What follows belongs to an exercise in optimizing a design on an open flow for small area; a production flow would make more cautious choices. In this exercise RTL edits were held to simulation tests only and were not proved equivalent to the original. The flow treats the clock pin as an ideal source, which a real chip does not have.

==> flow/design.v <==
module displayLogic(input logic [3:0] dispNum, output logic [6:0] dispOut);	 
always_comb
	begin
		case (dispNum)
			4'd0: dispOut=7'b1000000;
			4'd1: dispOut=7'b1111001;
			4'd2: dispOut=7'b0100100;
			4'd3: dispOut=7'b0110000;
			4'd4: dispOut=7'b0011001;
			4'd5: dispOut=7'b0010010;
			4'd6: dispOut=7'b0000010;
			4'd7: dispOut=7'b1111000;
			4'd8: dispOut=7'b0000000;
			4'd9: dispOut=7'b0011000;
			default: dispOut=7'bxxxxxxx;	 
		endcase
	end
endmodule
module dualDisp(input logic [3:0] inputValue, output logic [6:0] disp1, disp2);
logic ten;
logic [3:0] units;
always_comb begin
	ten = inputValue >= 4'd10;
	units = ten ? inputValue - 4'd10 : inputValue;
end
assign disp1 = ten ? 7'b1111001 : 7'b1000000;
displayLogic display2(.dispNum(units), .dispOut(disp2));
endmodule
module bitcrush(input logic [31:0] inleft, inright,	 
				input logic reset, clock, slow_tick,
				output logic [31:0] outleft, outright,
				output logic valid);	 
always_ff @(posedge clock) begin
	if(slow_tick) begin
		outleft<=inleft;
		outright<=inright;
	end
end
always_ff @(posedge clock or negedge reset) begin
	if(~reset) valid<=1'b0;
	else if(slow_tick) valid<=1'b1;
end
endmodule
module compressor(input logic [31:0] inleft, inright,	 
				  input logic clock, reset,
				  output logic [31:0] avgleft, avgright);
	logic [4:0] cnt;
	logic full;
	assign full = (cnt == 5'd20);
	always_ff @(posedge clock or negedge reset) begin
		if (~reset) cnt <= 5'd0;
		else if (!full) cnt <= cnt + 5'd1;
	end
	avg20 l(.clock(clock), .reset(reset), .full(full), .in(inleft), .avg(avgleft));
	avg20 r(.clock(clock), .reset(reset), .full(full), .in(inright), .avg(avgright));
endmodule
module avg20(input logic clock, reset, full,
			 input logic [31:0] in,
			 output logic [31:0] avg);
	logic [31:0] h [0:19];	 
	logic [36:0] s, sn;		 
	logic [32:0] d;			 
	logic [31:0] nh;
	logic unused;
	assign nh = ~(h[19] & {32{full}});
	rca #(32) sub(.a(in), .b(nh), .ci(1'b1), .s(d[31:0]), .co(d[32]));
	rca #(37) add(.a(s), .b({{5{~d[32]}}, d[31:0]}), .ci(1'b0), .s(sn), .co(unused));
	always_ff @(posedge clock) begin
		h[0] <= in;
		for (int k = 1; k < 20; k++) h[k] <= h[k-1];
		avg <= div20(s);
	end
	always_ff @(posedge clock or negedge reset) begin
		if (~reset) s <= 37'd0;
		else s <= sn;
	end
	function automatic logic [2:0] mod5(input logic [34:0] x);
		logic [6:0] ds;
		logic [4:0] f;
		ds = 7'(x[3:0]) + 7'(x[7:4]) + 7'(x[11:8]) + 7'(x[15:12]) + 7'(x[19:16])
		   + 7'(x[23:20]) + 7'(x[27:24]) + 7'(x[31:28]) + 7'(x[34:32]);
		f = 5'(ds[3:0]) + 5'(ds[6:4]);
		mod5 = 3'(f % 5'd5);
	endfunction
	function automatic logic [31:0] div20(input logic [36:0] v);
		logic [34:0] x;
		logic [2:0] r;
		logic [31:0] q;
		logic c, a, rc;
		x = v[36:2];
		r = mod5(x);
		q[0] = x[0] ^ r[0];
		c = q[0] & r[0];
		q[1] = x[1] ^ r[1] ^ c;
		c = (q[1] & r[1]) | (q[1] & c) | (r[1] & c);
		rc = r[2] | c;		 
		q[2] = x[2] ^ q[0] ^ rc;
		c = (q[2] & q[0]) | (q[2] & rc) | (q[0] & rc);
		for (int i = 3; i < 32; i++) begin
			a = q[i-2];
			q[i] = x[i] ^ a ^ c;
			c = (~x[i] & a) | (~x[i] & c) | (a & c);
		end
		div20 = q;
	endfunction
endmodule
module visualizer(input logic clock, com_tick, reset,	 
				  input logic [31:0] right, left,
				  output logic [25:0] lights);
	logic [32:0] both;
	logic [26:0] m;
	logic [26:0] g [1:9];	 
	logic [3:0] vcnt;
	logic vfull;
	logic [30:0] t, tn;		 
	logic [31:0] sum10;
	logic [4:0] lvl;		 
	logic [4:0] rmsLvl, litLvl;
	logic [25:0] ge;
	logic unused1, unused2;
	rca #(32) addlr(.a(left), .b(right), .ci(1'b0), .s(both[31:0]), .co(both[32]));
	assign m = (|both[32:28]) ? {27{1'b1}} : both[27:1];
	assign vfull = (vcnt == 4'd9);
	rca #(31) add10(.a({4'd0, m}), .b(t), .ci(1'b0), .s(sum10[30:0]), .co(sum10[31]));
	rca #(31) sub9(.a(sum10[30:0]), .b(~{4'd0, g[9] & {27{vfull}}}), .ci(1'b1), .s(tn), .co(unused1));
	function automatic logic ge_k(input logic [31:0] x, input logic [31:0] k);
		logic r;
		r = 1'b1;
		for (int i = 0; i < 32; i++) r = k[i] ? (x[i] & r) : (x[i] | r);
		ge_k = r;
	endfunction
	always_comb begin
		for (int i = 0; i < 26; i++) ge[i] = ge_k(sum10, 32'(3000000*i + 10));
		lvl = 5'd0;
		for (int i = 0; i < 26; i++) if (ge[i]) lvl = 5'(i + 1);
	end
	always_ff @(posedge clock) begin
		if (com_tick) begin
			g[1] <= m;
			for (int k = 2; k <= 9; k++) g[k] <= g[k-1];
		end
	end
	always_ff @(posedge clock or negedge reset) begin
		if (~reset) begin
			vcnt <= 4'd0;
			t <= 31'd0;
			rmsLvl <= 5'd0;
			litLvl <= 5'd0;
		end else if (com_tick) begin
			if (!vfull) vcnt <= vcnt + 4'd1;
			t <= tn;
			rmsLvl <= lvl;
			litLvl <= rmsLvl;
		end
	end
	always_comb
		for (int i = 0; i < 26; i++) lights[i] = (litLvl > 5'(i));
endmodule
module fxfsm(input logic clock, slow_tick, reset,	 
			 input logic [3:0] sel,
			 input logic [31:0] leftin, rightin,
			 output logic [31:0] leftout, rightout);
	logic [31:0] bcright, bcleft, avgleft, avgright;
	logic bcvalid;
	logic sBC, sMONO, sB8, sCOMP, idle, selz;
	assign idle = ~(sBC | sMONO | sB8 | sCOMP);
	assign selz = (sel == 4'b0000);
	always_ff @(posedge clock or negedge reset) begin
		if (~reset) begin
			sBC <= 1'b0; sMONO <= 1'b0; sB8 <= 1'b0; sCOMP <= 1'b0;
		end else begin
			sBC   <= idle ? (sel == 4'b0001) : (sBC   & ~selz);
			sMONO <= idle ? (sel == 4'b0010) : (sMONO & ~selz);
			sB8   <= idle ? (sel == 4'b0100) : (sB8   & ~selz);
			sCOMP <= idle ? (sel == 4'b1000) : (sCOMP & ~selz);
		end
	end
	logic lbig, rbig;	 
	assign lbig = leftin[31] | (&leftin[30:0]);
	assign rbig = rightin[31] | (&rightin[30:0]);
	logic lIn, lBc, lB8, lAvg, rIn, rBc, rL, rB8, rAvg;
	assign lIn  = idle | sMONO | (sCOMP & ~lbig);
	assign lBc  = sBC & bcvalid;
	assign lB8  = sB8;
	assign lAvg = sCOMP & lbig;
	assign rIn  = idle | (sCOMP & ~rbig);
	assign rBc  = sBC & bcvalid;
	assign rL   = sMONO;
	assign rB8  = sB8;
	assign rAvg = sCOMP & rbig;
	logic [31:0] nl, nr;
	assign nl = (leftin & {32{lIn}}) | (bcleft & {32{lBc}}) | ({8'd0, leftin[31:8]} & {32{lB8}})
			  | (avgleft & {32{lAvg}});
	assign nr = (rightin & {32{rIn}}) | (bcright & {32{rBc}}) | (leftin & {32{rL}})
			  | ({8'd0, rightin[31:8]} & {32{rB8}}) | (avgright & {32{rAvg}});
	always_ff @(posedge clock or negedge reset) begin
		if (~reset) begin
			leftout <= 32'd0;
			rightout <= 32'd0;
		end else begin
			leftout <= nl;
			rightout <= nr;
		end
	end
	compressor comp(.inleft(leftin), .inright(rightin), .clock(clock), .reset(reset),
					.avgleft(avgleft), .avgright(avgright));
	bitcrush bc(.inright(rightin), .inleft(leftin), .clock(clock), .slow_tick(slow_tick),
				.reset(reset), .outright(bcright), .outleft(bcleft), .valid(bcvalid));
endmodule
module reset(input logic clk, rst,
					output logic rstSync);
	logic intRst;
	always_ff@(posedge clk or negedge rst) begin
		if(~rst) begin
			intRst<=1'b0;
			rstSync<=1'b0;
		end else begin
			intRst<=1'b1;
			rstSync<=intRst;
		end
	end
endmodule
module audiotrans(		input logic CLOCK_50, reset_in,
						input logic slow_tick, com_tick,
						input logic [0:3] volume,
						input logic [3:0] sel,
						input logic [31:0] left_in, right_in,
						output logic [31:0] left_out, right_out,
						output logic [25:0] lights,
						output logic [6:0] vol0, vol1);
	logic reset;
	logic [31:0] right_internal, left_internal;
	logic [3:0] vol;
	assign vol = {volume[0], volume[1], volume[2], volume[3]};
	volmul lmul(.a(left_internal), .v(vol), .y(left_out));
	volmul rmul(.a(right_internal), .v(vol), .y(right_out));
	reset rst(.clk(CLOCK_50), .rst(reset_in), .rstSync(reset));
	fxfsm fx(.clock(CLOCK_50), .slow_tick(slow_tick), .reset(reset), .sel(sel),
			 .leftin(left_in), .rightin(right_in),
			 .leftout(left_internal), .rightout(right_internal));
	visualizer viz(.clock(CLOCK_50), .com_tick(com_tick), .reset(reset),
				   .right(right_internal), .left(left_internal), .lights(lights));
	dualDisp dispVolume(.inputValue(vol), .disp1(vol0), .disp2(vol1));
endmodule
module rca #(parameter int W = 32) (input logic [W-1:0] a, b, input logic ci,
									output logic [W-1:0] s, output logic co);
	logic [W:0] c;
	assign c[0] = ci;
	for (genvar i = 0; i < W; i++) begin : bit_
		assign s[i] = a[i] ^ b[i] ^ c[i];
		assign c[i+1] = (a[i] & b[i]) | (a[i] & c[i]) | (b[i] & c[i]);
	end
	assign co = c[W];
endmodule
module volmul(input logic [31:0] a, input logic [3:0] v, output logic [31:0] y);
	logic [31:0] p0, p1, p2, p3, s1, c1, s2, c2;
	logic unused;
	assign p0 = a & {32{v[0]}};
	assign p1 = {a[30:0], 1'b0} & {32{v[1]}};
	assign p2 = {a[29:0], 2'b0} & {32{v[2]}};
	assign p3 = {a[28:0], 3'b0} & {32{v[3]}};
	always_comb begin
		c1[0] = 1'b0;
		c2[0] = 1'b0;
		for (int i = 0; i < 32; i++) begin
			s1[i] = p0[i] ^ p1[i] ^ p2[i];
			if (i < 31) c1[i+1] = (p0[i] & p1[i]) | (p0[i] & p2[i]) | (p1[i] & p2[i]);
		end
		for (int i = 0; i < 32; i++) begin
			s2[i] = s1[i] ^ c1[i] ^ p3[i];
			if (i < 31) c2[i+1] = (s1[i] & c1[i]) | (s1[i] & p3[i]) | (c1[i] & p3[i]);
		end
	end
	rca #(32) r(.a(s2), .b(c2), .ci(1'b0), .s(y), .co(unused));
endmodule
==> flow/flow/run.sh <==
#!/bin/bash
# Standard layout (the standard.sh, ORFS) with three changes:
#  - after the standard synthesis, invopt2.py re-chooses the polarity of full
#    adders and of gates that have an inverting twin (and2/nand2, ...) so that
#    fewer inverters are needed; the logic and the registers are unchanged;
#  - the clock tree is built from clkbuf_16 in clusters of up to 32 sinks,
#    without dummy loads;
#  - the port buffers are buf_1 cells.
# Each step writes its full output to its own log in this folder.
set -euo pipefail
RES=$PWD/orfs/results/sky130hd/audiotrans/base
LIB=$FLOW_HOME/platforms/sky130hd/lib/sky130_fd_sc_hd__tt_025C_1v80.lib
CTS="-sink_clustering_enable -repair_clock_nets -dont_use_dummy_load -buf_list sky130_fd_sc_hd__clkbuf_16 -sink_clustering_size 36 -sink_clustering_max_diameter 60"
bash standard.sh $RES/1_2_yosys.v > synth_run.log 2>&1
cp $RES/1_2_yosys.v $RES/1_2_yosys_std.v
python3 flow/invopt2.py $LIB $RES/1_2_yosys_std.v $RES/1_2_yosys.v > invopt.log 2>&1
bash standard.sh CTS_ARGS="$CTS" BUFFER_PORTS_ARGS="-buffer_cell sky130_fd_sc_hd__buf_1" finish > layout_run.log 2>&1
==> flow/flow/invopt2.py <==
#!/usr/bin/env python3
"""Inverter minimisation on a Yosys gate netlist (sky130hd).

Two ways to move an inversion without changing the logic:
  - a full adder computes the same with every input and both outputs
    inverted: fa(~a,~b,~c) = (~cout, ~sum);
  - a gate with an inverting twin (and2/nand2, or2/nor2, a21o/a21oi, ...)
    can be swapped for its twin, which inverts its output.
This script removes every plain inverter, chooses for each full adder and
each such gate whether to invert, so that the cell area plus the inverters
still needed is smallest, and then puts back one inverter for each signal
that some pin needs inverted.  Registers and ports are left as they are.

usage: invopt2.py LIBERTY IN.v OUT.v
"""
import math
import random
import re
import sys

P = 'sky130_fd_sc_hd__'
INV = re.compile(r'^sky130_fd_sc_hd__(inv|clkinv)_\d+$')
FA = re.compile(r'^sky130_fd_sc_hd__fa_\d+$')
OUTPINS = {'X', 'Y', 'Q', 'Q_N', 'SUM', 'COUT', 'HI', 'LO'}
TWINS = [('and2', 'nand2'), ('and3', 'nand3'), ('and4', 'nand4'),
         ('or2', 'nor2'), ('or3', 'nor3'), ('or4', 'nor4'),
         ('xor2', 'xnor2'), ('xor3', 'xnor3'),
         ('a21o', 'a21oi'), ('a22o', 'a22oi'), ('a31o', 'a31oi'), ('a32o', 'a32oi'),
         ('a41o', 'a41oi'), ('a211o', 'a211oi'), ('a221o', 'a221oi'), ('a311o', 'a311oi'),
         ('a2111o', 'a2111oi'), ('a2bb2o', 'a2bb2oi'), ('a21bo', 'a21boi'),
         ('o21a', 'o21ai'), ('o22a', 'o22ai'), ('o31a', 'o31ai'), ('o32a', 'o32ai'),
         ('o41a', 'o41ai'), ('o211a', 'o211ai'), ('o221a', 'o221ai'), ('o311a', 'o311ai'),
         ('o2111a', 'o2111ai'), ('o2bb2a', 'o2bb2ai'), ('o21ba', 'o21bai'),
         ('and2b', 'nand2b'), ('or2b', 'nor2b'), ('and3b', 'nand3b'), ('or3b', 'nor3b'),
         ('and4b', 'nand4b'), ('or4b', 'nor4b'), ('and4bb', 'nand4bb'), ('or4bb', 'nor4bb')]


def lib_cells(path):
    txt = open(path).read()
    cells = {}
    for m in re.finditer(r'\n\s*cell\s*\(\s*"?(\w+)"?\s*\)\s*\{', txt):
        name = m.group(1)
        start = m.end()
        am = re.search(r'\barea\s*:\s*([\d.]+)', txt[start:start + 3000])
        pins = []
        nxt = txt.find('\n    cell (', start)
        body = txt[start:nxt if nxt > 0 else len(txt)]
        for pm in re.finditer(r'\n\s*pin\s*\(\s*"?(\w+)"?\s*\)\s*\{(.*?)direction\s*:\s*"?(\w+)"?', body, re.S):
            pins.append((pm.group(1), pm.group(3)))
        cells[name] = (float(am.group(1)) if am else 0.0, pins)
    return cells


def parse(text):
    m = re.search(r'^module\s+(\S+)\s*\((.*?)\);', text, re.S | re.M)
    body_start = m.end()
    end = text.rindex('endmodule')
    body = text[body_start:end]
    decls = []
    cells = []
    for stmt in re.finditer(r'(.*?);', body, re.S):
        s = stmt.group(1).strip()
        if not s:
            continue
        first = s.split()[0]
        if first in ('wire', 'input', 'output', 'inout', 'reg'):
            decls.append(s + ' ;')
        elif first == 'assign':
            raise SystemExit('assign statements not supported')
        else:
            mm = re.match(r'(\S+)\s+(\S+)\s*\((.*)\)$', s, re.S)
            if not mm:
                raise SystemExit('cannot parse: ' + s[:200])
            typ, name, pins = mm.groups()
            pd = {}
            for pm in re.finditer(r'\.(\w+)\s*\(\s*(.*?)\s*\)\s*(,|$)', pins, re.S):
                pd[pm.group(1)] = pm.group(2)
            cells.append([typ, name, pd])
    return text[:body_start], decls, cells, text[end:]


def main():
    lib, src, dst = sys.argv[1], sys.argv[2], sys.argv[3]
    lc = lib_cells(lib)
    area = {k: v[0] for k, v in lc.items()}
    inv_area = area[P + 'inv_1']

    # twin cell for each cell of a twin pair, when both exist with the same inputs
    twin = {}
    for a, b in TWINS:
        for sfx in ('_0', '_1', '_2', '_4'):
            ca, cb = P + a + sfx, P + b + sfx
            if ca in lc and cb in lc:
                ia = sorted(p for p, d in lc[ca][1] if d == 'input')
                ib = sorted(p for p, d in lc[cb][1] if d == 'input')
                oa = [p for p, d in lc[ca][1] if d == 'output']
                ob = [p for p, d in lc[cb][1] if d == 'output']
                if ia == ib and len(oa) == 1 and len(ob) == 1:
                    twin[ca] = (cb, oa[0], ob[0])
                    twin[cb] = (ca, ob[0], oa[0])

    text = open(src).read()
    head, decls, cells, tail = parse(text)

    outputs = set()
    inputs = set()
    for d in decls:
        for kind, sset in (('output', outputs), ('input', inputs)):
            if d.startswith(kind):
                mm = re.match(kind + r'\s+(\[(\d+):(\d+)\]\s+)?(\S+) ;', d)
                name = mm.group(4)
                if mm.group(1):
                    a, b = int(mm.group(2)), int(mm.group(3))
                    for i in range(min(a, b), max(a, b) + 1):
                        sset.add('%s[%d]' % (name, i))
                else:
                    sset.add(name)

    driver = {}
    for ci, (typ, name, pd) in enumerate(cells):
        for p, n in pd.items():
            if p in OUTPINS:
                driver[n] = ci

    inv_in = {}
    for ci, (typ, name, pd) in enumerate(cells):
        if INV.match(typ):
            inv_in[pd['Y']] = pd['A']

    def resolve(n):
        pol = 0
        while n in inv_in:
            n = inv_in[n]
            pol ^= 1
        return n, pol

    # flippable nodes: full adders and gates with a twin; not if an output is a port
    kind = {}
    for ci, (typ, name, pd) in enumerate(cells):
        outs = [n for p, n in pd.items() if p in OUTPINS]
        if any(n in outputs for n in outs):
            continue
        if FA.match(typ):
            kind[ci] = 'fa'
        elif typ in twin:
            kind[ci] = 'gate'
    flip = {ci: 0 for ci in kind}
    nodes = list(kind)

    def area_delta(ci):
        # area change of the flipped cell relative to its current cell
        if kind[ci] != 'gate':
            return 0.0
        typ = cells[ci][0]
        return area[twin[typ][0]] - area[typ]

    def root_flip(root):
        ci = driver.get(root)
        if ci is None:
            return 0
        return flip.get(ci, 0)

    # consumers: every input pin of every cell but removed inverters, and each
    # output port driven through inverters (port consumers: cell index -1)
    consumers = []
    for ci, (typ, name, pd) in enumerate(cells):
        if INV.match(typ):
            continue
        for p, n in pd.items():
            if p in OUTPINS:
                continue
            root, pol = resolve(n)
            consumers.append((ci, p, root, pol))
    port_inv = {}
    for ci, (typ, name, pd) in enumerate(cells):
        if INV.match(typ) and pd['Y'] in outputs:
            root, pol = resolve(pd['A'])
            consumers.append((-1, pd['Y'], root, pol ^ 1))
            port_inv[pd['Y']] = ci
    # a port can take its driver's net directly only if that net has no other
    # port and is the output of a cell we may rename
    port_roots = {}
    for k, (ci, p, root, pol) in enumerate(consumers):
        if ci == -1:
            port_roots.setdefault(root, []).append(k)
    direct_ok = set()
    for root, ks in port_roots.items():
        d = driver.get(root)
        if len(ks) == 1 and d is not None and root not in outputs and root not in inputs \
                and (FA.match(cells[d][0]) or cells[d][0] in twin or
                     any(cells[d][0].startswith(P + x) for x in ('a2', 'a3', 'o2', 'o3', 'nand', 'nor', 'and', 'or', 'xor', 'xnor', 'mux2', 'maj3', 'ha_'))):
            direct_ok.add(ks[0])

    by_root = {}
    for k, (ci, p, root, pol) in enumerate(consumers):
        by_root.setdefault(root, []).append(k)

    node_roots = {}
    for ci in nodes:
        typ, name, pd = cells[ci]
        rs = set()
        for p, n in pd.items():
            if p in OUTPINS:
                rs.add(n)
            elif kind[ci] == 'fa':
                rs.add(resolve(n)[0])
        node_roots[ci] = rs

    def need(k):
        ci, p, root, pol = consumers[k]
        f = flip.get(ci, 0) if (ci >= 0 and kind.get(ci) == 'fa') else 0
        return pol ^ root_flip(root) ^ f

    def root_cost(root):
        # inverters needed for this root (a port needing the inverse has its own)
        c = 0
        shared = False
        for k in by_root.get(root, ()):
            ci = consumers[k][0]
            if ci == -1:
                if need(k) or k not in direct_ok:
                    c += 1
            elif need(k):
                shared = True
        return (c + (1 if shared else 0)) * inv_area

    def node_cost(ci):
        return sum(root_cost(r) for r in node_roots[ci]) + (area_delta(ci) if flip[ci] else 0.0)

    def total():
        return sum(root_cost(r) for r in by_root) + sum(area_delta(ci) for ci in nodes if flip[ci])

    before = total()
    order = list(nodes)
    passes = 0
    improved = True
    while improved and passes < 50:
        improved = False
        passes += 1
        random.Random(passes).shuffle(order)
        for ci in order:
            c0 = node_cost(ci)
            flip[ci] ^= 1
            c1 = node_cost(ci)
            if c1 < c0 - 1e-9:
                improved = True
            else:
                flip[ci] ^= 1
    rng = random.Random(1)
    cur = total()
    best = cur
    best_flip = dict(flip)
    if nodes:
        steps = 300000
        for it in range(steps):
            temp = 2.0 * (1.0 - it / steps) + 0.05
            ci = nodes[rng.randrange(len(nodes))]
            c0 = node_cost(ci)
            flip[ci] ^= 1
            c1 = node_cost(ci)
            d = c1 - c0
            if d <= 0 or rng.random() < math.exp(-d / temp):
                cur += d
                if cur < best - 1e-9:
                    best = cur
                    best_flip = dict(flip)
            else:
                flip[ci] ^= 1
        flip.update(best_flip)
    after = total()

    # rebuild
    new_decls = list(decls)
    cnt = [0]

    def fresh():
        cnt[0] += 1
        n = '_invopt_%d_' % cnt[0]
        new_decls.append('wire %s ;' % n)
        return n

    # physical name of each root: flipped drivers get new names (their nets
    # now carry the inverse), and a port fed directly takes over the name
    phys = {}
    for ci in nodes:
        if flip[ci]:
            for p, n in cells[ci][2].items():
                if p in OUTPINS:
                    phys[n] = fresh()
    direct = {}
    for k, (ci, p, root, pol) in enumerate(consumers):
        if ci == -1 and k in direct_ok and not need(k):
            direct[root] = p
            phys[root] = p

    new_cells = []
    inv_of = {}

    def inverted(root):
        if root not in inv_of:
            net = fresh()
            inv_of[root] = net
            cnt[0] += 1
            new_cells.append([P + 'inv_1', '_invopt_c%d_' % cnt[0],
                              {'A': phys.get(root, root), 'Y': net}])
        return inv_of[root]

    pins_new = {}
    for k, (ci, p, root, pol) in enumerate(consumers):
        if ci == -1:
            if need(k):
                cnt[0] += 1
                new_cells.append([P + 'inv_1', '_invopt_c%d_' % cnt[0],
                                  {'A': phys.get(root, root), 'Y': p}])
            elif k not in direct_ok:
                # keep an inverter pair as before: should not happen often
                mid = inverted(root)
                cnt[0] += 1
                new_cells.append([P + 'inv_1', '_invopt_c%d_' % cnt[0], {'A': mid, 'Y': p}])
            continue
        pins_new[(ci, p)] = inverted(root) if need(k) else phys.get(root, root)
    for ci, (typ, name, pd) in enumerate(cells):
        if INV.match(typ):
            continue
        pd2 = {}
        for p, n in pd.items():
            if p in OUTPINS:
                n2 = phys.get(n, n)
                if ci in flip and flip[ci] and kind[ci] == 'gate':
                    p = twin[typ][2]
                pd2[p] = n2
            else:
                pd2[p] = pins_new.get((ci, p), n)
        if ci in flip and flip[ci] and kind[ci] == 'gate':
            typ = twin[typ][0]
        new_cells.append([typ, name, pd2])

    used = set()
    for typ, name, pd in new_cells:
        used.update(pd.values())
    out_decls = []
    for d in new_decls:
        mm = re.match(r'wire\s+(\S+) ;$', d)
        if mm and mm.group(1) not in used:
            continue
        out_decls.append(d)

    with open(dst, 'w') as f:
        f.write(head + '\n')
        for d in out_decls:
            f.write('  ' + d + '\n')
        for typ, name, pd in new_cells:
            f.write('  %s %s (\n' % (typ, name))
            f.write(',\n'.join('    .%s(%s )' % (p, n) for p, n in pd.items()))
            f.write('\n  );\n')
        f.write(tail)

    def tot_area(cs):
        return sum(area.get(c[0], 0.0) for c in cs)
    ninv0 = sum(1 for c in cells if INV.match(c[0]))
    ninv1 = sum(1 for c in new_cells if INV.match(c[0]))
    sys.stderr.write('invopt2: inverters %d -> %d, area %.1f -> %.1f (model %.1f -> %.1f), '
                     '%d FAs and %d gates flipped, %d greedy passes\n'
                     % (ninv0, ninv1, tot_area(cells), tot_area(new_cells), before, after,
                        sum(1 for c in nodes if flip[c] and kind[c] == 'fa'),
                        sum(1 for c in nodes if flip[c] and kind[c] == 'gate'), passes))


if __name__ == '__main__':
    main()
==> flow/standard.sh <==
#!/bin/bash
# synth_recipe.tcl (not shown) runs the flow's synth.tcl, then flattens the netlist and writes it again
# the make line also repeats each setting of config.mk as NAME=value (left out here)
make -C /OpenROAD-flow-scripts/flow DESIGN_CONFIG=/design/flow/config.mk WORK_HOME=/design/flow/orfs CLKGATE_MAP_FILE= SYNTH_SCRIPT=/design/flow/synth_recipe.tcl "${@:-finish}"
==> flow/config.mk <==
export PLATFORM = sky130hd
export DESIGN_NAME = audiotrans
export DESIGN_NICKNAME = audiotrans
export VERILOG_FILES = /design/flow/design.v
export SDC_FILE = /design/flow/constraint.sdc
export NUM_CORES = 4
export LEC_CHECK = 0
export CAP_MARGIN = 20
export CORE_MARGIN = 2
export CORE_UTILIZATION = 55
export SLEW_MARGIN = 20
==> flow/constraint.sdc <==
create_clock -name core_clock -period 30.0 [get_ports {CLOCK_50}]
set_input_delay 6.0000 -clock core_clock [delete_from_list [all_inputs] [get_ports {CLOCK_50}]]
set_output_delay 6.0000 -clock core_clock [all_outputs]
set_load 0.01 [all_outputs]
==> impl_metrics.sql, run 1 <==
INSERT INTO impl_metrics (metric_group, metric, value, unit) VALUES
('critical_path', 'crit_path_launch_type', 'register', ''),
('clocking', 'tritoncts.num_buffers', '106', ''),
('timing', 'rsz_0062_raised_after_global_routing', 'false', ''),
('routing', 'avgViaCountPerCell', '5.106', ''),
('timing', 'worst_hold_slack', '0.2358', 'ns'),
('clocking', 'cts_hold_buf', '0', ''),
('floorplanning', 'design.portCount', '180', ''),
('synth', 'average_instance_area_after_synthesis', '15.13', 'um2'),
('clocking', 'clockRootBuffer', 'sky130_fd_sc_hd__clkbuf_16', ''),
('clocking', 'cts_tree', 'yes', ''),
('routing', 'route.detailed.drc', '0', ''),
('critical_path', 'crit_top_cell', 'sky130_fd_sc_hd__fa_1', ''),
('cells_and_area', 'mostFrequentLayoutCell', 'sky130_fd_sc_hd__dfxtp_1', ''),
('critical_path', 'cp_data_required_time', '30.49', 'ns'),
('critical_path', 'critical_path_top_delay_cell', 'sky130_fd_sc_hd__or4_1', ''),
('routing', 'detail_route.iter0.violations', '1789', ''),
('floorplanning', 'floorplan.die.height', '333.5', 'um'),
('min_path', 'hold_path_class', 'register to register', ''),
('routing', 'route.final.wire_length', '116.1', 'mm'),
('timing', 'min_period_over_period', '0.9638', ''),
('synth', 'number_of_warnings_reported_in_the_yosys_synthesis_log', '11', ''),
('floorplanning', 'die_area', '111200', 'um2'),
('timing', 'fin_tns_setup', '0', 'ns'),
('global_route', 'vias_in_the_first_global_route', '29251', ''),
('placed_design', 'placement.io_buffers', '176', ''),
('clocking', 'worstSkewPairLatency', '0.73', 'ns'),
('global_route', 'global_route.usage.total', '0.2136', ''),
('synth', 'mappedNetlistArea', '59720', 'um2'),
('global_route', 'gr-total-overflow', '0', ''),
('timing', 'timing.final.setup_violations', '0', ''),
('floorplanning', 'start_util', '0.5563', ''),
('cells_and_area', 'utilization', '0.6053', ''),
('timing', 'report.final.hold_viol_count', '0', ''),
('critical_path', 'critical_path_peak_fanout', '27', ''),
('synth', 'synthCells', '3947', ''),
('clocking', 'cts.htree.levels', '3', ''),
('clocking', 'clkSinkCount', '1846', ''),
('floorplanning', 'fp.coreArea', '107400', 'um2'),
('routing', 'drtAntennaViolNets', '0', ''),
('critical_path', 'worst-setup-path-type', 'register to register', ''),
('critical_path', 'cp-end-kind', 'register', ''),
('timing', 'finalWorstPathRequiredPeriod', '28.91', 'ns'),
('cells_and_area', 'post-route-cell-area', '64980', 'um2'),
('placed_design', 'gp_congestion', '0.8549', ''),
('clocking', 'clock_input_transition_at_the_sequential_cells_of_the_worst_setup_and_hold_paths', '0.11', 'ns'),
('timing', 'timing.clock.skew', '0.1086', 'ns'),
('cells_and_area', 'final_nets', '4817', ''),
('cells_and_area', 'layout.cells.most_common_list', 'sky130_fd_sc_hd__dfxtp_1 (1,344), sky130_fd_sc_hd__fa_1 (474), sky130_fd_sc_hd__nand2_1 (470), sky130_fd_sc_hd__edfxtp_1 (307), sky130_fd_sc_hd__inv_1 (251)', ''),
('clocking', 'post-cts-setup-buffer-count', '0', ''),
('job', 'number_of_max_cap_violations', '0', ''),
('critical_path', 'cp.arrival', '29.41', 'ns'),
('timing', 'max_freq', '0.03459', 'GHz'),
('placed_design', 'pre_cts_ws', '0.08004', 'ns'),
('clocking', 'clk_path_buf_depth', '3', ''),
('cells_and_area', 'register_area', '41010', 'um2'),
('timing', 'slew_headroom', '0.2549', ''),
('routing', 'vias', '28538', ''),
('timing', 'timing_worst_slew_pin_value', '1.110', 'ns'),
('cells_and_area', 'layout-drive-gt1-share', '0.06984', ''),
('global_route', 'wire_length_of_the_first_global_routing_pass', '177.1', 'mm'),
('placed_design', 'detailed_place.area', '62270', 'um2'),
('floorplanning', 'std_cell_rows', '120', ''),
('routing', 'route.detailed.wl_per_inst', '20.76', 'um'),
('critical_path', 'critPathMaxStageDelay', '0.57', 'ns'),
('status', 'status', 'complete, no violations', ''),
('timing', 'worst_slack', '1.087', 'ns'),
('global_route', 'largest_net_degree_at_the_start_of_global_routing', '182', ''),
('cells_and_area', 'multiInputGateArea', '17330', 'um2'),
('placed_design', 'dpl.hpwl', '85.49', 'mm'),
('global_route', 'grt_antenna_before_repair', '15', ''),
('clocking', 'post_cts.resized_instances', '0', ''),
('floorplanning', 'die_w', '333.5', 'um'),
('cells_and_area', 'area_growth_syn_to_layout', '8.810', '%'),
('timing', 'final_max_slew_viol_count', '0', ''),
('cells_and_area', 'layout_fillers', '8265', ''),
('routing', 'drt_first_pass_iters', '8', '');
per-layer routing:
| layer | part of all wire | global-route usage | routed length, um | vias to the layer above |
|---|---|---|---|---|
| met2 | 0.48 | 0.3557 | 56120 | 634 |
| met3 | 0.041 | 0.02657 | 4723 | 173 |
| met5 | 0 | 0 | 0 | - |
| met1 | 0.45 | 0.2967 | 51720 | 14444 |
| met4 | 0.030 | 0.06296 | 3485 | 0 |
| li1 | - | - | - | 13287 |
cell type report:
type,instances,share of cell area
multi-input combinational,1726,0.2667
clock buffer,106,0.04082
sequential,1846,0.6311
tap,1403,0.02702
antenna,5,0.0001926
inverter,251,0.01450
timing repair buffer,252,0.01968
per-stage QoR:
step	cells
3_3_place_gp	5478
4_1_cts	5584
5_1_grt	5585
6_report	5589
3_5_place_dp	5478
2_1_floorplan	3949
worst max-delay path: cells and delay by family, from the launching register on:
family | cells | cell delay [ns]
AOI/OAI and AO/OA | 2 | 0.53
and+or+nand+nor | 8 | 1.84
buffers and inverters | 5 | 0.55
DFF | 1 | 0.36
adders and majority gates | 62 | 25.43
worst paths after layout:
| check | start | endpoint | slack [ns] | cells after the start |
|---|---|---|---|---|
| setup / recovery | fx.leftout[0]$_DFF_PN0_ | viz.rmsLvl[1]$_DFFE_PN0P_ | 1.09 | 77 |
| hold / removal | fx.comp.l.h[17][26]$_DFF_P_ | fx.comp.l.h[18][26]$_DFF_P_ | 0.24 | 0 |
| setup reg to reg | fx.leftout[0]$_DFF_PN0_ | viz.rmsLvl[1]$_DFFE_PN0P_ | 1.09 | 77 |
| hold reg to reg | fx.comp.l.h[17][26]$_DFF_P_ | fx.comp.l.h[18][26]$_DFF_P_ | 0.24 | 0 |
| max in group asynchronous | reset_in | rst.rstSync$_DFF_PN0_ | 24.73 | 1 |
| min in group asynchronous | rst.rstSync$_DFF_PN0_ | viz.vcnt[1]$_DFFE_PN0P_ | 0.39 | 0 |
registers in the layout, indices dropped and copies added (netlist names), 4 cells and up:
name and flops:
fx.comp.l.h 640, fx.comp.r.h 640, viz.g 243, fx.comp.l.s 37, fx.comp.r.s 37, fx.bc.outleft 32, fx.bc.outright 32, fx.comp.l.avg 32
fx.comp.r.avg 32, fx.leftout 32, fx.rightout 32, viz.t 31, fx.comp.cnt 5, viz.litLvl 5, viz.rmsLvl 5, viz.vcnt 4
==> run 2, diff against run 1 <==
--- a/flow/flow/run.sh
+++ b/flow/flow/run.sh
@@ -12,3 +12,3 @@
 LIB=$FLOW_HOME/platforms/sky130hd/lib/sky130_fd_sc_hd__tt_025C_1v80.lib
-CTS="-sink_clustering_enable -repair_clock_nets -dont_use_dummy_load -buf_list sky130_fd_sc_hd__clkbuf_16 -sink_clustering_size 36 -sink_clustering_max_diameter 60"
+CTS="-sink_clustering_enable -repair_clock_nets -dont_use_dummy_load -buf_list sky130_fd_sc_hd__clkbuf_16 -sink_clustering_size 32 -sink_clustering_max_diameter 100"
 bash standard.sh $RES/1_2_yosys.v > synth_run.log 2>&1
==> run 2 against run 1 <==
Die area did not move. Still clean on timing, DRC and antenna. Highest routed layer unchanged. Synthesized cell count did not move. Via count fell by 0.10%.
==> impl_metrics.sql, run 2 <==
INSERT INTO impl_metrics (metric_group, metric, value, unit) VALUES
('status', 'status', 'complete, no violations', ''),
('cells_and_area', 'layout-drive-gt1-share', '0.06245', ''),
('global_route', 'largest_net_degree_at_the_start_of_global_routing', '182', ''),
('floorplanning', 'die_w', '333.5', 'um'),
('timing', 'min_period_over_period', '0.9657', ''),
('cells_and_area', 'post-route-cell-area', '64140', 'um2'),
('synth', 'average_instance_area_after_synthesis', '15.13', 'um2'),
('clocking', 'clkSinkCount', '1846', ''),
('critical_path', 'crit_top_cell', 'sky130_fd_sc_hd__fa_1', ''),
('job', 'number_of_max_cap_violations', '0', ''),
('timing', 'timing.clock.skew', '0.1060', 'ns'),
('critical_path', 'cp.arrival', '29.44', 'ns'),
('floorplanning', 'floorplan.die.height', '333.5', 'um'),
('timing', 'report.final.hold_viol_count', '0', ''),
('floorplanning', 'fp.coreArea', '107400', 'um2'),
('routing', 'detail_route.iter0.violations', '2065', ''),
('critical_path', 'critical_path_peak_fanout', '27', ''),
('floorplanning', 'design.portCount', '180', ''),
('timing', 'max_freq', '0.03452', 'GHz'),
('clocking', 'cts.htree.levels', '3', ''),
('routing', 'drtAntennaViolNets', '0', ''),
('clocking', 'cts_tree', 'yes', ''),
('clocking', 'worstSkewPairLatency', '0.68', 'ns'),
('critical_path', 'worst-setup-path-type', 'register to register', ''),
('critical_path', 'cp-end-kind', 'register', ''),
('critical_path', 'critPathMaxStageDelay', '0.57', 'ns'),
('cells_and_area', 'mostFrequentLayoutCell', 'sky130_fd_sc_hd__dfxtp_1', ''),
('critical_path', 'critical_path_top_delay_cell', 'sky130_fd_sc_hd__or4_1', ''),
('cells_and_area', 'layout.cells.most_common_list', 'sky130_fd_sc_hd__dfxtp_1 (1,344), sky130_fd_sc_hd__fa_1 (473), sky130_fd_sc_hd__nand2_1 (470), sky130_fd_sc_hd__edfxtp_1 (307), sky130_fd_sc_hd__inv_1 (251)', ''),
('placed_design', 'detailed_place.area', '62270', 'um2'),
('global_route', 'grt_antenna_before_repair', '16', ''),
('global_route', 'gr-total-overflow', '0', ''),
('clocking', 'clockRootBuffer', 'sky130_fd_sc_hd__clkbuf_16', ''),
('critical_path', 'crit_path_launch_type', 'register', ''),
('placed_design', 'placement.io_buffers', '176', ''),
('timing', 'timing_worst_slew_pin_value', '1.131', 'ns'),
('clocking', 'post-cts-setup-buffer-count', '0', ''),
('synth', 'synthCells', '3947', ''),
('timing', 'timing.final.setup_violations', '0', ''),
('routing', 'route.final.wire_length', '115.7', 'mm'),
('floorplanning', 'std_cell_rows', '120', ''),
('routing', 'drt_first_pass_iters', '9', ''),
('timing', 'final_max_slew_viol_count', '0', ''),
('cells_and_area', 'reg.largest.list', 'fx.comp.l.h (640), fx.comp.r.h (640), viz.g (243)', ''),
('routing', 'route.detailed.wl_per_inst', '20.83', 'um'),
('floorplanning', 'die_area', '111200', 'um2'),
('placed_design', 'numPlacedInstances', '5478', ''),
('routing', 'vias', '28509', ''),
('placed_design', 'gp_congestion', '0.8549', ''),
('cells_and_area', 'area_growth_syn_to_layout', '7.398', '%'),
('timing', 'slew_headroom', '0.2409', ''),
('critical_path', 'cp_data_required_time', '30.47', 'ns'),
('synth', 'number_of_warnings_reported_in_the_yosys_synthesis_log', '11', ''),
('cells_and_area', 'layout_fillers', '8354', ''),
('cells_and_area', 'post_layout_nonfiller_instances', '5557', ''),
('clocking', 'clk_path_buf_depth', '3', ''),
('synth', 'mappedNetlistArea', '59720', 'um2'),
('clocking', 'tritoncts.num_buffers', '72', ''),
('routing', 'avgViaCountPerCell', '5.130', ''),
('global_route', 'wire_length_of_the_first_global_routing_pass', '176.5', 'mm'),
('timing', 'finalWorstPathRequiredPeriod', '28.97', 'ns'),
('cells_and_area', 'final_nets', '4783', ''),
('placed_design', 'dpl.hpwl', '85.49', 'mm'),
('floorplanning', 'start_util', '0.5563', ''),
('routing', 'route.detailed.drc', '0', ''),
('min_path', 'hold_path_class', 'register to register', ''),
('timing', 'fin_tns_setup', '0', 'ns'),
('global_route', 'vias_in_the_first_global_route', '28939', ''),
('clocking', 'clock_input_transition_at_the_sequential_cells_of_the_worst_setup_and_hold_paths', '0.11', 'ns'),
('global_route', 'global_route.usage.total', '0.2131', '');
-- run 2: changes by cell type in the layout (fill, tap and decap cells not counted) --
cell / before / now
sky130_fd_sc_hd__clkbuf_16: 106 / 72
sky130_fd_sc_hd__fa_2: 13 / 14
sky130_fd_sc_hd__diode_2: 5 / 7
sky130_fd_sc_hd__fa_1: 474 / 473
-- run 2: cell type report --
type                       count  area, um2  area share
antenna                        7      17.52   0.0002731
tap                         1403       1755     0.02737
clock buffer                  72       1802     0.02809
sequential                  1846      41010      0.6394
multi-input combinational   1726      17330      0.2702
timing repair buffer         252       1279     0.01994
inverter                     251      942.2     0.01469
-- run 2: metal layers --
| metal | up-vias | GRT usage | wire length, um |
|---|---|---|---|
| li1 | 13214 | - | - |
| met1 | 14490 | 0.2982 | 51680 |
| met2 | 649 | 0.3557 | 56220 |
| met3 | 156 | 0.02576 | 4698 |
| met4 | 0 | 0.05748 | 3126 |
| met5 | - | 0 | 0 |
-- run 2: worst paths after layout --
check,from,end,slack (ns),cells after the start
worst max-delay path,fx.leftout[0]$_DFF_PN0_,viz.rmsLvl[1]$_DFFE_PN0P_,1.03,77
worst min-delay path,fx.comp.r.h[12][9]$_DFF_P_,fx.comp.r.h[13][9]$_DFF_P_,0.32,0
worst max register to register,fx.leftout[0]$_DFF_PN0_,viz.rmsLvl[1]$_DFFE_PN0P_,1.03,77
worst min register to register,fx.comp.r.h[12][9]$_DFF_P_,fx.comp.r.h[13][9]$_DFF_P_,0.32,0
max in group asynchronous,reset_in,rst.rstSync$_DFF_PN0_,24.72,1
min in group asynchronous,rst.rstSync$_DFF_PN0_,viz.vcnt[1]$_DFFE_PN0P_,0.41,0
-- run 2: repair_timing --
action,4_1_cts,5_1_grt
setup endpoints to repair,3,5
hold buffers,0,0
hold endpoints to repair,0,0
gates resized for setup,2,15
-- run 2: through the flow --
stage               hold WS, ns  worst slack [ns]    util
floorplan                0.3096             1.103       -
global placement         0.3095            0.1692  0.5800
detailed placement       0.3121           0.08004  0.5800
CTS                      0.3245           0.04027  0.5968
global route             0.3297          -0.03689  0.5973
finish                   0.3190             1.028  0.5974
-- run 2: worst max-delay path, delay by kind of cell (launching register included) --
family | cells | cell delay, ns
and+or+nand+nor | 8 | 1.85
buffers and inverters | 5 | 0.55
DFF | 1 | 0.39
adders and majority gates | 62 | 25.43
AOI/OAI and AO/OA | 2 | 0.53
==> run 3, diff against run 2 <==
--- a/flow/flow/run.sh
+++ b/flow/flow/run.sh
@@ -12,3 +12,3 @@
 LIB=$FLOW_HOME/platforms/sky130hd/lib/sky130_fd_sc_hd__tt_025C_1v80.lib
-CTS="-sink_clustering_enable -repair_clock_nets -dont_use_dummy_load -buf_list sky130_fd_sc_hd__clkbuf_16 -sink_clustering_size 32 -sink_clustering_max_diameter 100"
+CTS="-sink_clustering_enable -repair_clock_nets -dont_use_dummy_load -buf_list sky130_fd_sc_hd__clkbuf_16 -sink_clustering_size 30 -sink_clustering_max_diameter 80"
 bash standard.sh $RES/1_2_yosys.v > synth_run.log 2>&1
--- a/flow/config.mk
+++ b/flow/config.mk
@@ -7,5 +7,5 @@
 export LEC_CHECK = 0
-export CAP_MARGIN = 20
+export CAP_MARGIN = 5
 export CORE_MARGIN = 2
 export CORE_UTILIZATION = 55
-export SLEW_MARGIN = 20
+export SLEW_MARGIN = 5
==> run 3 against run 2 <==
Core utilization grew 0.14 points. Clock-buffer cell count grew 6. Final cell count is essentially flat. Synthesized cell count is the same. Worst setup slack gained 0.096 ns. Non-clock buffer count is the same. Largest cell class unchanged.
==> impl_metrics.sql, run 3 <==
INSERT INTO impl_metrics (metric_group, metric, value, unit) VALUES
('global_route', 'gr-total-overflow', '0', ''),
('clocking', 'cts_tree', 'yes', ''),
('clocking', 'tritoncts.num_buffers', '78', ''),
('timing', 'slew_headroom', '0.2446', ''),
('timing', 'rsz_0062_raised_after_global_routing', 'false', ''),
('cells_and_area', 'final_nets', '4789', ''),
('min_path', 'hold_path_depth', '0', ''),
('critical_path', 'critical_path_peak_fanout', '27', ''),
('routing', 'route.detailed.drc', '0', ''),
('routing', 'drt_first_pass_iters', '6', ''),
('critical_path', 'r2r_cells', '77', ''),
('critical_path', 'cp.arrival', '29.37', 'ns'),
('placed_design', 'gp_congestion', '0.8549', ''),
('cells_and_area', 'mostFrequentLayoutCell', 'sky130_fd_sc_hd__dfxtp_1', ''),
('critical_path', 'reg2reg_slack', '1.12', 'ns'),
('timing', 'timing_worst_slew_pin_value', '1.126', 'ns'),
('critical_path', 'crit_path_launch_type', 'register', ''),
('global_route', 'global_route.usage.total', '0.2131', ''),
('routing', 'route.final.wire_length', '115.6', 'mm'),
('placed_design', 'dpl.hpwl', '85.49', 'mm'),
('clocking', 'cts.htree.levels', '3', ''),
('global_route', 'vias_in_the_first_global_route', '28969', ''),
('timing', 'final_max_slew_viol_count', '0', ''),
('synth', 'average_instance_area_after_synthesis', '15.13', 'um2'),
('global_route', 'largest_net_degree_at_the_start_of_global_routing', '182', ''),
('critical_path', 'cp_data_required_time', '30.49', 'ns'),
('routing', 'drtAntennaViolNets', '0', ''),
('routing', 'avgViaCountPerCell', '5.112', ''),
('critical_path', 'critPathMaxStageDelay', '0.57', 'ns'),
('floorplanning', 'floorplan.die.height', '333.5', 'um'),
('min_path', 'worst_hold_startpoint', 'fx.comp.l.h[17][26]$_DFF_P_', ''),
('routing', 'route.detailed.wl_per_inst', '20.79', 'um'),
('job', 'number_of_max_cap_violations', '0', ''),
('floorplanning', 'start_util', '0.5563', ''),
('clocking', 'clockRootBuffer', 'sky130_fd_sc_hd__clkbuf_16', ''),
('timing', 'timing.clock.skew', '0.1251', 'ns'),
('timing', 'fin_tns_setup', '0', 'ns'),
('floorplanning', 'die_area', '111200', 'um2'),
('floorplanning', 'std_cell_rows', '120', ''),
('synth', 'number_of_warnings_reported_in_the_yosys_synthesis_log', '11', ''),
('cells_and_area', 'layout-drive-gt1-share', '0.06405', ''),
('clocking', 'clkSinkCount', '1846', ''),
('clocking', 'clock_input_transition_at_the_sequential_cells_of_the_worst_setup_and_hold_paths', '0.11', 'ns'),
('timing', 'report.final.hold_viol_count', '0', ''),
('placed_design', 'placement.io_buffers', '176', ''),
('global_route', 'grt_antenna_before_repair', '14', ''),
('critical_path', 'worst_r2r_endpoint', 'viz.rmsLvl[1]$_DFFE_PN0P_', ''),
('min_path', 'hold_path_class', 'register to register', ''),
('critical_path', 'worst-setup-path-type', 'register to register', ''),
('synth', 'synthCells', '3947', ''),
('timing', 'min_period_over_period', '0.9625', ''),
('routing', 'vias', '28434', ''),
('floorplanning', 'design.portCount', '180', ''),
('cells_and_area', 'layout.cells.most_common_list', 'sky130_fd_sc_hd__dfxtp_1 (1,344), sky130_fd_sc_hd__fa_1 (472), sky130_fd_sc_hd__nand2_1 (470), sky130_fd_sc_hd__edfxtp_1 (307), sky130_fd_sc_hd__inv_1 (251)', ''),
('clocking', 'clk_path_buf_depth', '3', ''),
('status', 'status', 'complete, no violations', ''),
('cells_and_area', 'area_growth_syn_to_layout', '7.650', '%'),
('floorplanning', 'die_w', '333.5', 'um'),
('critical_path', 'critical_path_top_delay_cell', 'sky130_fd_sc_hd__or4_1', ''),
('critical_path', 'crit_top_cell', 'sky130_fd_sc_hd__fa_1', ''),
('global_route', 'wire_length_of_the_first_global_routing_pass', '176.6', 'mm'),
('timing', 'finalWorstPathRequiredPeriod', '28.88', 'ns'),
('critical_path', 'cp-end-kind', 'register', ''),
('clocking', 'worstSkewPairLatency', '0.69', 'ns'),
('critical_path', 'r2r-start', 'fx.leftout[0]$_DFF_PN0_', ''),
('timing', 'timing.final.setup_violations', '0', ''),
('cells_and_area', 'utilization', '0.5988', ''),
('min_path', 'worst_hold_path.endpoint', 'fx.comp.l.h[18][26]$_DFF_P_', ''),
('routing', 'detail_route.iter0.violations', '1914', ''),
('cells_and_area', 'reg.largest.list', 'fx.comp.l.h (640), fx.comp.r.h (640), viz.g (243)', ''),
('synth', 'mappedNetlistArea', '59720', 'um2'),
('clocking', 'cts_hold_buf', '0', ''),
('timing', 'max_freq', '0.03463', 'GHz'),
('floorplanning', 'fp.coreArea', '107400', 'um2'),
('clocking', 'post-cts-setup-buffer-count', '0', '');
## run 3: worst max-delay path by stage
| stage | from | end | slack [ns] | cells past startpoint |
|---|---|---|---|---|
| after global routing | fx.rightout[0]$_DFF_PN0_ | viz.rmsLvl[1]$_DFFE_PN0P_ | 0.04 | 77 |
| final | fx.leftout[0]$_DFF_PN0_ | viz.rmsLvl[1]$_DFFE_PN0P_ | 1.12 | 77 |
| after CTS | fx.leftout[0]$_DFF_PN0_ | viz.rmsLvl[1]$_DFFE_PN0P_ | 0.04 | 77 |
| after floorplan | fx.leftout[0]$_DFF_PN0_ | viz.rmsLvl[0]$_DFFE_PN0P_ | 1.10 | 76 |
| after global placement | fx.leftout[0]$_DFF_PN0_ | viz.rmsLvl[1]$_DFFE_PN0P_ | 0.17 | 77 |
| after detailed placement | fx.leftout[0]$_DFF_PN0_ | viz.rmsLvl[1]$_DFFE_PN0P_ | 0.08 | 77 |
## run 3: area by class of cell
type                       instances  area, um2
fill                            8339      43070
sequential                      1846      41010
multi-input combinational       1726      17330
clock buffer                      78       1952
tap                             1403       1755
timing repair buffer             252       1279
inverter                         251      942.2
antenna                            6      15.01
## run 3: worst max-delay path, delay by kind of cell (launching register included)
family / cells / cell delay (ns)
adder cells (fa/ha/maj): 62 / 25.35
AO/OA/AOI/OAI: 2 / 0.53
flip-flops: 1 / 0.39
buffers and inverters: 5 / 0.55
AND/OR/NAND/NOR: 8 / 1.84
## run 3: routing by layer
| layer | vias up | part of all wire | global-route usage |
|---|---|---|---|
| met1 | 14419 | 0.44 | 0.2966 |
| li1 | 13218 | - | - |
| met5 | - | 0.000086 | 0 |
| met4 | 2 | 0.029 | 0.06306 |
| met3 | 165 | 0.040 | 0.02419 |
| met2 | 630 | 0.49 | 0.3559 |
## run 3: stage by stage
step                std cells  setup slack [ns]  hold WS [ns]  cell area, um2
floorplan                3949             1.103        0.3096           59720
global placement         5478            0.1692        0.3095           62270
detailed placement       5478           0.08004        0.3121           62270
CTS                      5556           0.04038        0.2568           64220
global route             5557           0.03660        0.2616           64270
finish                   5562             1.124        0.2469           64290
## run 3: what timing repair did
action	CTS	global route
pin swaps	0	0
gates resized for setup	2	16
setup endpoints to repair	3	5

==> re-timing with driven ports <==
Ports are ideal in the flow. The routed layouts listed here were re-timed in OpenROAD.
Step 1 (the two cells are an assumption about what drives the block):
set clk [get_ports {CLOCK_50}]
set_driving_cell -lib_cell sky130_fd_sc_hd__clkbuf_16 $clk
set_driving_cell -lib_cell sky130_fd_sc_hd__buf_2 [delete_from_list [all_inputs] $clk]
Step 2 also shifts input and output timing later by t, the mid clock arrival at the registers, as if the neighbouring blocks saw the same clock.
Slacks: ideal / step 1 / step 2; pairs: ideal / step 1.
| run | shift t [ns] | setup WS [ns] | hold slack, ns | latest minus earliest clock arrival (ns) |
|---|---|---|---|---|
| run 1 | 0.748 | 1.087 / 1.087 / 1.087 | 0.236 / 0.236 / 0.236 | 0.140 / 0.140 |
| run 2 | 0.708 | 1.028 / 1.028 / 1.028 | 0.319 / 0.319 / 0.319 | 0.118 / 0.118 |
| run 3 | 0.710 | 1.124 / 1.124 / 1.124 | 0.247 / 0.247 / 0.247 | 0.141 / 0.140 |
After both steps setup and hold are still met in every run listed.
